Background: an optimization exercise with open tools, aiming at small area. Do not read the settings as production practice. In this exercise RTL edits were held to simulation tests only and were not proved equivalent to the original. Power and IR drop assume default switching activity.

## flow/design.v (module list and top-level ports; edited modules follow where they fit)
// module bcd: 2 lines
// module seven_segment: 2 lines
// module clock: 1391 lines
module clock(
		input [0:0] CLOCK_24,
		input RST,
		input [1:0] KEY,
		output [6:0] HEX0,
		output [6:0] HEX1,
		output [6:0] HEX2,
		output [6:0] HEX3,
		output [13:0] GPIO_0
	);
  // ...
==> flow/run.sh <==
#!/bin/bash
# synth_recipe.tcl (not shown) runs the flow's synth.tcl, then flattens the netlist and writes it again
# the make line also repeats each setting of config.mk as NAME=value (left out here)
make -C /OpenROAD-flow-scripts/flow DESIGN_CONFIG=/design/flow/config.mk WORK_HOME=/design/flow/orfs CLKGATE_MAP_FILE= SYNTH_SCRIPT=/design/flow/synth_recipe.tcl finish
==> flow/config.mk <==
export PLATFORM = sky130hd
export DESIGN_NAME = clock
export DESIGN_NICKNAME = clock
export VERILOG_FILES = /design/flow/design.v
export SDC_FILE = /design/flow/constraint.sdc
export NUM_CORES = 4
export LEC_CHECK = 0
export ABC_AREA = 1
export CAP_MARGIN = 20
export CORE_MARGIN = 2
export CORE_UTILIZATION = 60
export CTS_CLUSTER_DIAMETER = 200
export CTS_CLUSTER_SIZE = 50
export SLEW_MARGIN = 20
==> flow/constraint.sdc <==
create_clock -name core_clock -period 10.0 [get_ports {CLOCK_24}]
set_input_delay 2.0000 -clock core_clock [delete_from_list [all_inputs] [get_ports {CLOCK_24}]]
set_output_delay 2.0000 -clock core_clock [all_outputs]
set_load 0.01 [all_outputs]
==> summary.md, run 1 <==
| Metric | Value |
|---|---|
| Post-synthesis adder-cell area fraction | `6.25%` |
| Clock network area share | `3.69%` |
| Crit. End Element | `flop` |
| Critical path depth | `33` |
| Synth unique cells | `48` |
| Final Setup Violations | `0` |
| Area delta synth->final | `15.1%` |
| Die Ht | `92.7 um` |
| Grt met3 use | `3.99%` |
| Part of the power in registers | `41.2%` |
| Fraction of area in multi-input gates | `45.5%` |
| Seq/Total Area, Yosys | `35.2%` |
| CLK BUF | `9` |
| Routed len/inst | `between 10 and 15 um` |
| LEAKAGE | `between 0.002 and 0.0025 uW` |
| Pwr Density | `about 170 nW/um^2` |
| Synth Register Bits | `a little over 80` |
| RSZ-0062 raised after global routing | `no` |
| Register share of the cell area | `30.6%` |
| Worst path most repeated cell | `nand2_1` |
| Routed wire length | `10.4 mm` |
| Non-clock inverters | `137` |
| TAP cells | `102` |
| Register area | `1660 um^2` |
| CTS resizes | `0` |
| Most frequent cells in the layout | `inv_1 (125), nand2_1 (104), nor2_1 (88), dfxtp_1 (83), clkdlybuf4s50_1 (45)` |
| IO Count | `46` |
| Kind of critical path | `reg -> reg` |
| Fin Hold WS | `416 ps` |
| Final hold vios | `0` |
| Worst Path Required | `10,230 ps` |
| Worst Hold Path EP | `r_key_ff2_0` |
| Port Buffers | `between 40 and 50` |
| Reg2Reg Depth | `33` |
| Placed Area | `5230 um^2` |
| Status | `complete, no violations` |
| CTS H-tree depth | `3` |
| Nets | `750` |
| Post-CTS Setup Repair Bufs | `0` |
| Non-Filler Instances | `830` |
==> run 2, diff against run 1 <==
--- a/flow/config.mk
+++ b/flow/config.mk
@@ -11,4 +11,2 @@
 export CORE_UTILIZATION = 60
-export CTS_CLUSTER_DIAMETER = 200
-export CTS_CLUSTER_SIZE = 50
 export SLEW_MARGIN = 20
==> run 2 against run 1 <==
Sequential share of layout area is the same. Die area is the same. Sequential power is essentially flat. Utilization is the same. Still clean on timing, DRC and antenna. Combinational power is essentially flat. Largest cell class unchanged. Via count is the same. Highest routed layer unchanged. Cell area is the same. Synthesized cell count is the same. Clock skew is the same. Wire length is the same. Non-clock buffer count is the same.
==> summary.md, run 2 <==
| Metric | Value |
|---|---|
| Status | `complete, no violations (unchanged)` |
| Clk sinks | `83 (unchanged)` |
| Die area | `8590 um^2 (unchanged)` |
| Avg Inst Size Synth | `6.97 um^2 (unchanged)` |
| Worst EP arrival | `4610 ps (about the same)` |
| CTS resizes | `0 (unchanged)` |
| Placed insts | `814 (unchanged)` |
| Most common cell after layout, fill and taps aside | `inv_1 (unchanged)` |
| Routed len/inst | `12.5 um (unchanged)` |
| Post-DP HPWL | `8.19 mm (unchanged)` |
| Nets | `750 (unchanged)` |
| Max Root-Sink Buffers | `2 (unchanged)` |
| Maximum VDD drop | `0.0835 mV (unchanged)` |
| Initial antenna violation count | `0 (unchanged)` |
| Slew of the pin with the lowest slew margin | `779 ps (unchanged)` |
| Slew margin rel. | `47.9% (unchanged)` |
| Largest cells by area after synthesis | `dfxtp_1 (35%), inv_1 (9.9%), nand2_1 (8.3%) (unchanged)` |
| Post-route cell area | `5430 um^2 (unchanged)` |
| Via count | `4,408 (unchanged)` |
| DRC | `0 (unchanged)` |
| Top-area cell type share of the netlist area | `35.2% (unchanged)` |
| Mapped Area | `4720 um^2 (unchanged)` |
| First-pass detailed-route iteration total | `5 (unchanged)` |
| # hold bufs at CTS | `0 (unchanged)` |
| RSZ-0062 raised after global routing | `no (unchanged)` |
| Mapped Nets | `704 (unchanged)` |
| Met2 wire length | `5.00 mm (unchanged)` |
| Core Footprint | `7690 um^2 (unchanged)` |
| Kind of critical path | `reg -> reg (unchanged)` |
| Total CTS buffers | `9 (unchanged)` |
| Placed Area | `5230 um^2 (unchanged)` |
| Worst path most repeated cell | `nand2_1 (unchanged)` |
| CTS tree | `done (unchanged)` |
| Synth cell count leaders | `inv_1 (125), nand2_1 (104), nor2_1 (88) (unchanged)` |
| Uppermost layer routed | `met4 (unchanged)` |
| Total track usage | `25.8% (unchanged)` |
| Clock insertion delay at the later pin of the skew report | `360 ps (about the same)` |
| Layout Skew | `12.5 ps (unchanged)` |
| Fin crit share | `43.8% (unchanged)` |
| Post-CTS Setup Repair Bufs | `0 (unchanged)` |
| Gr ovfl total | `0 (unchanged)` |
| Area delta synth->final | `15.1% (unchanged)` |
| Minimum clock period | `4380 ps (unchanged)` |
| Starting density of the core | `61.4% (unchanged)` |
| Synth area leader | `dfxtp_1 (unchanged)` |
| Max Slew Vio Count | `0 (unchanged)` |
| Global-route wire length before repair | `18.1 mm (unchanged)` |
| Port Buffers | `45 (unchanged)` |
| Worst hold path type | `reg -> reg (unchanged)` |
| Met3 WL | `421 um (unchanged)` |
| Routed wire length | `10.4 mm (unchanged)` |
| Maxcap violations | `0 (unchanged)` |
| Starting DRC count in detailed routing | `253 (unchanged)` |
| Async SR Flop Fraction | `0% (unchanged)` |
| Seq/Total Area, Yosys | `35.2% (unchanged)` |
| Layout cells sized above 1 | `10.0% (unchanged)` |
| Synth Register Bits | `83 (unchanged)` |
| Routability congestion estimate from global placement | `0.920 (unchanged)` |
| Primary FF master, synth | `dfxtp_1 (unchanged)` |
| Synth unique cells | `48 (unchanged)` |
| Avg Vias per Cell | `5.31 (unchanged)` |
| Ys Warns | `1 (unchanged)` |
| Final worst slack | `5620 ps (unchanged)` |
| Post-synthesis cell count | `677 (unchanged)` |
| Post-layout util | `70.7% (unchanged)` |
| Most frequent cell after synthesis | `inv_1 (unchanged)` |
| Vias in the first global route | `4,178 (unchanged)` |
| Final hold vios | `0 (unchanged)` |
| Clk root buf | `clkbuf_8 (unchanged)` |
| IO Count | `46 (unchanged)` |
| LEAKAGE | `0.00246 uW (unchanged)` |
| Maximum clock rate | `0.228 GHz (unchanged)` |
| M1 WL | `4.74 mm (unchanged)` |
| Final ANT Viol Nets | `0 (unchanged)` |
| Worst Path Required | `10,230 ps (about the same)` |
| Post-synth EDFFs | `0 (unchanged)` |
| Setup TNS | `0 ps (unchanged)` |
| Chip width | `92.7 um (unchanged)` |
| Critical-path top delay cell | `dfxtp_1 (unchanged)` |
| Non-Filler Instances | `830 (unchanged)` |
| FP Rows | `32 (unchanged)` |
| Largest net degree at the start of global routing | `21 (unchanged)` |
| Worst-path clk slew | `90 ps (about the same)` |
| Number of antenna diodes | `0 (unchanged)` |
| Largest stage delay, worst path | `350 ps (about the same)` |
| Most frequent cells in the layout | `inv_1 (125), nand2_1 (104), nor2_1 (88), dfxtp_1 (83), clkdlybuf4s50_1 (45) (unchanged)` |
| DP Worst Slack | `5660 ps (unchanged)` |
| CTS H-tree depth | `3 (unchanged)` |
| Die Ht | `92.7 um (unchanged)` |
| Crit. End Element | `flop (unchanged)` |
| Pwr Density | `169 nW/um^2 (unchanged)` |
| CP Launch Type | `flop (unchanged)` |
| CP max FO | `5 (unchanged)` |
| Final Setup Violations | `0 (unchanged)` |
run 2: cell counts in the layout (fill, tap and decap cells not counted):
Identical to the previous run, type by type.
run 2: stage by stage:
| stage | hold slack, ps | power [uW] |
|---|---|---|
| 2_1_floorplan | 388 | 545 |
| 3_3_place_gp | 392 | 676 |
| 3_5_place_dp | 405 | 682 |
| 4_1_cts | 421 | 922 |
| 5_1_grt | 436 | 969 |
| 6_report | 416 | 918 |
run 2: path summary, 6_finish.rpt:
| path | from | end | slack (ps) | depth (start not counted) |
|---|---|---|---|---|
| max | r_int_count_0 | r_years_6 | 5620 | 33 |
| min | r_key_ff1_0 | r_key_ff2_0 | 420 | 2 |
| max reg2reg | r_int_count_0 | r_years_6 | 5620 | 33 |
| min reg2reg | r_key_ff1_0 | r_key_ff2_0 | 420 | 2 |
run 2: worst max-delay path, delay by kind of cell, from the launching register on:
family | cells | cell delay (ps)
fa+ha+maj | 5 | 920
buf+inv | 6 | 540
compound gates | 3 | 220
simple gates | 19 | 2210
flops | 1 | 350
run 2: power by group:
| part | switching [uW] | total, uW | internal, uW |
|---|---|---|---|
| clock network | 126 | 244 | 118 |
| registers | 21.5 | 378 | 356 |
| logic | 144 | 296 | 152 |
| total | 292 | 918 | 626 |
run 2: final cells by class:
type / instances / area, um^2
sequential: 83 / 1660
fill: 643 / 2260
multi-input combinational: 447 / 2470
tap: 102 / 128
clock inverter: 7 / 76.3
inverter: 137 / 518
clock buffer: 9 / 124
timing repair buffer: 45 / 450
run 2: cells by family (layout without fill, tap and decap cells):
group | count (synthesis) | in the layout | share of synthesized area (%)
compound gates | 120 | 120 | 15.1
xor+xnor | 1 | 1 | 0.186
fa+ha+maj | 23 | 23 | 6.25
buf+inv | 147 | 198 | 12.4
flops | 83 | 83 | 35.2
simple gates | 303 | 303 | 30.9
run 2: routing by layer:
| metal | vias up | global-route usage [%] |
|---|---|---|
| met5 | - | 0 |
| met2 | 97 | 45.8 |
| met1 | 2026 | 31.2 |
| met3 | 17 | 3.99 |
| met4 | 0 | 10.7 |
| li1 | 2268 | - |
==> run 3, diff against run 2 <==
--- a/flow/config.mk
+++ b/flow/config.mk
@@ -11,2 +11,5 @@
 export CORE_UTILIZATION = 60
+export CTS_BUF_LIST = sky130_fd_sc_hd__clkbuf_16
+export CTS_CLUSTER_DIAMETER = 500
+export CTS_CLUSTER_SIZE = 100
 export SLEW_MARGIN = 20
==> run 3 against run 2 <==
Critical path depth stayed put. Wire length up 0.90%. Via count grew 0.23%. Combinational power is essentially flat. Non-clock buffer count is the same. Cell count unchanged. Total power increased by 9.7%. Worst hold slack got worse by 3.3 ps. Sequential power barely moved. Cell area increased by 1.9%. Utilization increased by 1.3 points. Count of clock-buffer cells in the layout unchanged. Critical path type unchanged. Largest cell class unchanged.
==> summary.md, run 3 <==
| Metric | Value |
|---|---|
| Status | `complete, no violations (unchanged)` |
| Worst Hold Path EP | `r_key_ff2_0 (unchanged)` |
| Nets | `750 (unchanged)` |
| CP top delay family | `simple AND/OR/NAND/NOR gates (unchanged)` |
| Area delta synth->final | `17.2% (was 15.1%)` |
| CP Launch Type | `flop (unchanged)` |
| Chip width | `92.7 um (unchanged)` |
| Most Used Layer, Global Route | `met2 (unchanged)` |
| Gr ovfl total | `0 (unchanged)` |
| Crit. End Element | `flop (unchanged)` |
| Port Buffers | `45 (unchanged)` |
| Max Root-Sink Buffers | `2 (unchanged)` |
| Seq/Total Area, Yosys | `35.2% (unchanged)` |
| Primary FF master, synth | `dfxtp_1 (unchanged)` |
| Synth Register Bits | `83 (unchanged)` |
| Initial antenna violation count | `0 (unchanged)` |
| Die Ht | `92.7 um (unchanged)` |
| Worst-path clk slew | `70 ps (was 90 ps)` |
| RR Startpoint | `r_int_count_0 (unchanged)` |
| Max Slew Vio Count | `0 (unchanged)` |
| Clock insertion delay at the later pin of the skew report | `340 ps (was 360 ps)` |
| Worst hold path type | `reg -> reg (unchanged)` |
| CP max FO | `5 (unchanged)` |
| # hold bufs at CTS | `0 (unchanged)` |
| Fin Hold WS | `413 ps (was 416 ps)` |
| Final hold vios | `0 (unchanged)` |
| FP Rows | `32 (unchanged)` |
| Routability congestion estimate from global placement | `0.920 (unchanged)` |
| Post-DP HPWL | `8.19 mm (unchanged)` |
| Clk root buf | `clkbuf_16 (was clkbuf_8)` |
| Layout Skew | `10.7 ps (was 12.5 ps)` |
| Post-synthesis cell count | `677 (unchanged)` |
| Total CTS buffers | `9 (unchanged)` |
| Fin crit share | `43.9% (was 43.8%)` |
| RSZ-0062 raised after global routing | `no (unchanged)` |
| Worst Path Required | `10,210 ps (was 10,230 ps)` |
| Avg Vias per Cell | `5.32 (was 5.31)` |
| R2R Path End | `r_years_6 (unchanged)` |
| Global-route wire length before repair | `18.3 mm (was 18.1 mm)` |
| IO Count | `46 (unchanged)` |
| Vias in the first global route | `4,194 (was 4,178)` |
| Fill count | `629 (was 643)` |
| Most frequent cell after synthesis | `inv_1 (unchanged)` |
| Minimum clock period | `4390 ps (was 4380 ps)` |
| Starting density of the core | `61.4% (unchanged)` |
| Largest cells by area after synthesis | `dfxtp_1 (35%), inv_1 (9.9%), nand2_1 (8.3%) (unchanged)` |
| Most frequent cells in the layout | `inv_1 (125), nand2_1 (104), nor2_1 (88), dfxtp_1 (83), clkdlybuf4s50_1 (45) (unchanged)` |
| Final ANT Viol Nets | `0 (unchanged)` |
| Reg2reg setup slack | `5610 ps (was 5620 ps)` |
| Slew of the pin with the lowest slew margin | `776 ps (was 779 ps)` |
| Ys Warns | `1 (unchanged)` |
| Kind of critical path | `reg -> reg (unchanged)` |
| Worst path most repeated cell | `nand2_1 (unchanged)` |
| Core Footprint | `7690 um^2 (unchanged)` |
| Reg2Reg Depth | `33 (unchanged)` |
| Buf/Inv on CP | `6 (unchanged)` |
| Starting DRC count in detailed routing | `252 (was 253)` |
| Maximum clock rate | `0.228 GHz (about the same)` |
| Post-synth EDFFs | `0 (unchanged)` |
| Routed len/inst | `12.6 um (was 12.5 um)` |
| CTS H-tree depth | `3 (unchanged)` |
| Mapped Area | `4720 um^2 (unchanged)` |
| Largest stage delay, worst path | `340 ps (was 350 ps)` |
| Hold Path Stages | `2 (unchanged)` |
| Die area | `8590 um^2 (unchanged)` |
| Number of antenna diodes | `0 (unchanged)` |
| Routed wire length | `10.5 mm (was 10.4 mm)` |
| Pwr Density | `182 nW/um^2 (was 169 nW/um^2)` |
| Mapped Nets | `704 (unchanged)` |
| Grt met3 use | `5.04% (was 3.99%)` |
| M1 GR Usage | `32.0% (was 31.2%)` |
| Critical path depth | `33 (unchanged)` |
| Layout cells sized above 1 | `10.0% (unchanged)` |
| LEAKAGE | `0.00251 uW (was 0.00246 uW)` |
| Slew margin rel. | `48.1% (was 47.9%)` |
| Final Setup Violations | `0 (unchanged)` |
| CTS tree | `done (unchanged)` |
| Largest net degree at the start of global routing | `21 (unchanged)` |
| Synth cell count leaders | `inv_1 (125), nand2_1 (104), nor2_1 (88) (unchanged)` |
| Critical-path top delay cell | `dfxtp_1 (unchanged)` |
| Grt met2 use | `46.8% (was 45.8%)` |
| First-pass detailed-route iteration total | `5 (unchanged)` |
| Hold path startpoint | `r_key_ff1_0 (unchanged)` |
| Via count | `4,418 (was 4,408)` |
| Most common cell after layout, fill and taps aside | `inv_1 (unchanged)` |
| Clk sinks | `83 (unchanged)` |
| Maxcap violations | `0 (unchanged)` |
| Setup TNS | `0 ps (unchanged)` |
| Avg Inst Size Synth | `6.97 um^2 (unchanged)` |
| Top-area cell type share of the netlist area | `35.2% (unchanged)` |
| Post-CTS Setup Repair Bufs | `0 (unchanged)` |
| Worst EP arrival | `4610 ps (about the same)` |
| Total track usage | `26.1% (was 25.8%)` |
| Synth unique cells | `48 (unchanged)` |
| CTS resizes | `0 (unchanged)` |
| Synth area leader | `dfxtp_1 (unchanged)` |
| DRC | `0 (unchanged)` |
| Async SR Flop Fraction | `0% (unchanged)` |
| Maximum VDD drop | `0.0891 mV (was 0.0835 mV)` |
## run 3: cell families (layout without fill, tap and decap cells)
group | Yosys count | after routing | share of synthesized area, %
AOI/OAI and AO/OA | 120 | 120 | 15.1
xor gates and xnor gates | 1 | 1 | 0.186
adders and majority gates | 23 | 23 | 6.25
buffers and inverters | 147 | 198 | 12.4
DFF | 83 | 83 | 35.2
and+or+nand+nor | 303 | 303 | 30.9
## run 3: worst max path at each step
stage | from | end | slack (ps)
floorplan | r_int_count_0 | r_years_6 | 6300
global placement | RST | r_days_0 | 5930
detailed placement | r_int_count_0 | r_years_6 | 5660
CTS | r_int_count_0 | r_years_6 | 5620
global route | r_int_count_0 | r_years_6 | 4970
finish | r_int_count_0 | r_years_6 | 5610
## run 3: worst register-to-register path, delay by kind of cell, from the launching register on
kind                     cells  cell delay, ps
AND/OR/NAND/NOR             19            2180
buffers and inverters        6             550
adder cells (fa/ha/maj)      5             920
flip-flops                   1             340
AO/OA/AOI/OAI                3             230
## run 3: per-layer routing
metal,vias to the layer above,routed length [um]
met4,0,159
met2,111,5110
met3,15,491
met1,2018,4730
met5,-,0
li1,2274,-
## run 3: area by class of cell
cell class,instances,area (um^2),area share [%]
flip-flops and latches,83,1660,30.0
multi-input cells,447,2470,44.7
repair buffers,45,450,8.14
inverters,137,518,9.36
clock inverters,7,76.3,1.38
clock buffers,9,225,4.07
well taps,102,128,2.31
## run 3: power by group
group | leakage, uW | switching [uW] | internal [uW]
sequential | 0.000680 | 21.7 | 357
clock | 0.000148 | 137 | 195
combinational | 0.00168 | 144 | 152
total | 0.00251 | 303 | 704
## run 3: metrics by stage
stage / worst slack (ps) / cell area (um^2) / power, uW / std cells / utilization, %
global route: 4970 / 5530 / 1060 / 830 / 72.0
global placement: 5930 / 5230 / 676 / 814 / 68.1
CTS: 5620 / 5530 / 1010 / 830 / 72.0
floorplan: 6300 / 4720 / 545 / 677 / -
detailed placement: 5660 / 5230 / 682 / 814 / 68.1
finish: 5610 / 5530 / 1010 / 830 / 72.0
